This design comes from an exercise in tuning for small area and a short achievable clock period on the open sky130 flow, not from production work.
RTL that was checked went through simulation tests only; none was proved equivalent to the original.
No activity file was given, so power comes from the tool's default toggle rates.

// fadd_p2
module fadd_p2 (input wire [31:0] x1,
                input wire [31:0] x2,
                output reg [31:0] y,
                output reg        ovf,
                input wire        clk,
                input wire        rstn);
   wire        s1 = x1[31];
   wire        s2 = x2[31];
   wire [7:0]  e1 = x1[30:23];
   wire [7:0]  e2 = x2[30:23];
   wire [22:0] m1 = x1[22:0];
   wire [22:0] m2 = x2[22:0];
   wire        h1 = |e1;
   wire        h2 = |e2;
   wire [7:0]  e1a = {e1[7:1], e1[0] | ~h1};
   wire [7:0]  e2a = {e2[7:1], e2[0] | ~h2};
   wire        f1 = &e1;
   wire        f2 = &e2;
   wire        spec = f1 | f2;
   wire        nz1 = |m1;
   wire        nz2 = |m2;
   wire        pick1 = f1 & (~f2 | nz1);
   wire        sub = s1 ^ s2;
   wire        infnan = f1 & f2 & ~nz1 & ~nz2 & sub;
   wire        nzp = pick1 ? nz1 : nz2;
   reg  [31:0] cg0, ce0;
   reg  [15:0] cg1, ce1;
   reg  [7:0]  cg2, ce2;
   reg  [3:0]  cg3, ce3;
   reg  [1:0]  cg4, ce4;
   integer     k;
   always @* begin
      for (k = 0; k < 32; k = k + 1) begin
         cg0[k] = (k < 31) ? (x2[k] & ~x1[k]) : 1'b0;
         ce0[k] = (k < 31) ? ~(x2[k] ^ x1[k]) : 1'b1;
      end
      for (k = 0; k < 16; k = k + 1) begin
         cg1[k] = cg0[2*k+1] | (ce0[2*k+1] & cg0[2*k]);
         ce1[k] = ce0[2*k+1] & ce0[2*k];
      end
      for (k = 0; k < 8; k = k + 1) begin
         cg2[k] = cg1[2*k+1] | (ce1[2*k+1] & cg1[2*k]);
         ce2[k] = ce1[2*k+1] & ce1[2*k];
      end
  ...
For scale: roughly 99 I/O pins, roughly 0.010 mm2 of cells after synthesis.
clock: 15.0 ns
lec_check: 0
abc_area: 1
cap_margin: 20
core_margin: 2
core_utilization: 45
cts_buf_list: sky130_fd_sc_hd__clkbuf_8
place_density: 0.6
slew_margin: 20
standard.sh (not shown) runs the stock make flow with config.mk's settings and CLKGATE_MAP_FILE= SYNTH_SCRIPT=/design/flow/synth_recipe.tcl, a recipe that flattens the netlist after the stock synthesis.
==> flow/flow/run.sh <==
#!/bin/bash
# Standard ORFS layout, except: synthesis leaves adders to ABC (no full/half-adder
# cell extraction), ports get small buffers, and repair_timing aims for extra setup slack.
set -euo pipefail
export BUFFER_PORTS_ARGS="-buffer_cell sky130_fd_sc_hd__buf_1"
export SETUP_SLACK_MARGIN=8.5
bash standard.sh ADDER_MAP_FILE= finish > standard.log 2>&1
The baseline completed with no timing, DRC or antenna violations.
Change:
==> flow/flow/run.sh (replaced) <==
#!/bin/bash
# Standard ORFS layout with small port buffers and a tighter setup target for repair_timing.
set -euo pipefail
export BUFFER_PORTS_ARGS="-buffer_cell sky130_fd_sc_hd__buf_1"
export SETUP_SLACK_MARGIN=8.7
bash standard.sh > standard.log 2>&1
Clock-buffer cell count goes up by 2.
Final cell count goes down by 13%.
Die area goes down by about 2.2%.
Clock power goes up by about 8%.
Via count goes down by 12%.
Power goes up by about 20%.
Combinational power goes up by about 30%.
Flip-flop and latch count stays the same.

* * *

Another version of the RTL of fadd_p2 (not shown whole).
For scale: about 1700 cells after synthesis, about 11000 sq um of cells after synthesis.
clock: 15.0 ns
lec_check: 0
abc_area: 1
cap_margin: 20
core_margin: 2
core_utilization: 45
place_density: 0.6
slew_margin: 20
==> flow/flow/run.sh <==
#!/bin/bash
# Standard ORFS layout with small port buffers and a tighter setup target for repair_timing.
set -euo pipefail
export BUFFER_PORTS_ARGS="-buffer_cell sky130_fd_sc_hd__buf_1"
export SETUP_SLACK_MARGIN=0
bash standard.sh > standard.log 2>&1
The first run completed with no timing, DRC or antenna violations.
Change:
--- a/flow/flow/run.sh
+++ b/flow/flow/run.sh
@@ -4,3 +4,3 @@
 export BUFFER_PORTS_ARGS="-buffer_cell sky130_fd_sc_hd__buf_1"
-export SETUP_SLACK_MARGIN=0
+export SETUP_SLACK_MARGIN=9.5
 bash standard.sh > standard.log 2>&1
Effect: The new run completed without violations. Worst setup slack is better by 690 ps. Wire length climbs by a quarter to a third. Maximum frequency is higher by roughly a tenth. Die area does not change. First-iteration DRC count rose by about a fifth. Global-route usage came out higher by 2.9 points. Core utilization grows by 14 points. Hold slack gains 9.3 ps.
Change:
==> flow/run.sh (new file) <==
#!/bin/bash
# synth_recipe.tcl (not shown) runs the flow's synth.tcl, then flattens the netlist and writes it again
# the make line also repeats each setting of config.mk as NAME=value (left out here)
make -C /OpenROAD-flow-scripts/flow DESIGN_CONFIG=/design/flow/config.mk WORK_HOME=/design/flow/orfs CLKGATE_MAP_FILE= SYNTH_SCRIPT=/design/flow/synth_recipe.tcl finish
removed: flow/flow/run.sh
removed: flow/standard.sh
Routed wire length decreases by 20%.
Global-route usage falls by 2.5 points.
Core utilization shrinks by 12 points.
Non-clock buffer count is lower by 130.
Design area falls by 18%.
Count of clock-buffer cells in the layout stays the same.
Sequential power falls by about 2%.
Worst hold slack got worse by 5.6 ps.
Die area does not change.
Change:
==> flow/flow/run.sh (new file) <==
#!/bin/bash
# Standard ORFS layout with small port buffers and a tighter setup target for repair_timing.
set -euo pipefail
export BUFFER_PORTS_ARGS="-buffer_cell sky130_fd_sc_hd__buf_1"
export SETUP_SLACK_MARGIN=10.5
bash standard.sh > standard.log 2>&1
==> flow/standard.sh (new file) <==
#!/bin/bash
# synth_recipe.tcl (not shown) runs the flow's synth.tcl, then flattens the netlist and writes it again
# the make line also repeats each setting of config.mk as NAME=value (left out here)
make -C /OpenROAD-flow-scripts/flow DESIGN_CONFIG=/design/flow/config.mk WORK_HOME=/design/flow/orfs CLKGATE_MAP_FILE= SYNTH_SCRIPT=/design/flow/synth_recipe.tcl "${@:-finish}"
removed: flow/run.sh
=> The new run passed the timing, DRC and antenna checks; power came out higher by 37%; clock-buffer cell count came out higher by 1; core utilization came out higher by 21 points; final area came out higher by 41%; critical path depth came out lower by 8; via count came out higher by 22%; synthesized area stays the same; flip-flop and latch count stays the same.
No functional check of the RTL was part of any run of this note.

## afterwards: timing with drivers on the ports
The flow's constraints put no driver on any port. The routed layouts listed below were extracted and timed again, unchanged, in two steps. Step 1 (the two cells are an assumption about what drives the block):
set clk [get_ports {clk}]
set_driving_cell -lib_cell sky130_fd_sc_hd__clkbuf_16 $clk
set_driving_cell -lib_cell sky130_fd_sc_hd__buf_2 [delete_from_list [all_inputs] $clk]
Step 2 adds t to the input delays and takes it off the output delays; t is the mean of the earliest and latest rising clock arrival at the registers after step 1. Input paths then give back, and output paths get back, about the clock's delay inside the block. Slacks: no drivers / after step 1 / after step 2; pairs: no drivers / after step 1.
run | t (ns) | setup slack, ns | worst setup path at the end | worst register clock-pin slew, ns
the first run of note 1 | 0.430 | 8.717 / 8.677 / 8.471 | input to register | 0.11 / 0.11
the second run of note 1 | 0.413 | 8.808 / 8.822 / 8.409 | input to register | 0.11 / 0.11
the first run of note 2 | 0.403 | 8.206 / 8.230 / 7.827 | input to register | 0.07 / 0.07
the second run of note 2 | 0.396 | 8.897 / 8.916 / 8.521 | input to register | 0.08 / 0.08
the third run of note 2 | 0.401 | 7.775 / 7.793 / 7.391 | input to register | 0.08 / 0.08
the fourth run of note 2 | 0.410 | 8.985 / 8.936 / 8.595 | input to register | 0.08 / 0.08
After both steps setup and hold are still met in every run listed. The setup slack of the second run of note 1, which loses most, moves by +0.014 ns with the drivers and by -0.399 ns with both steps.
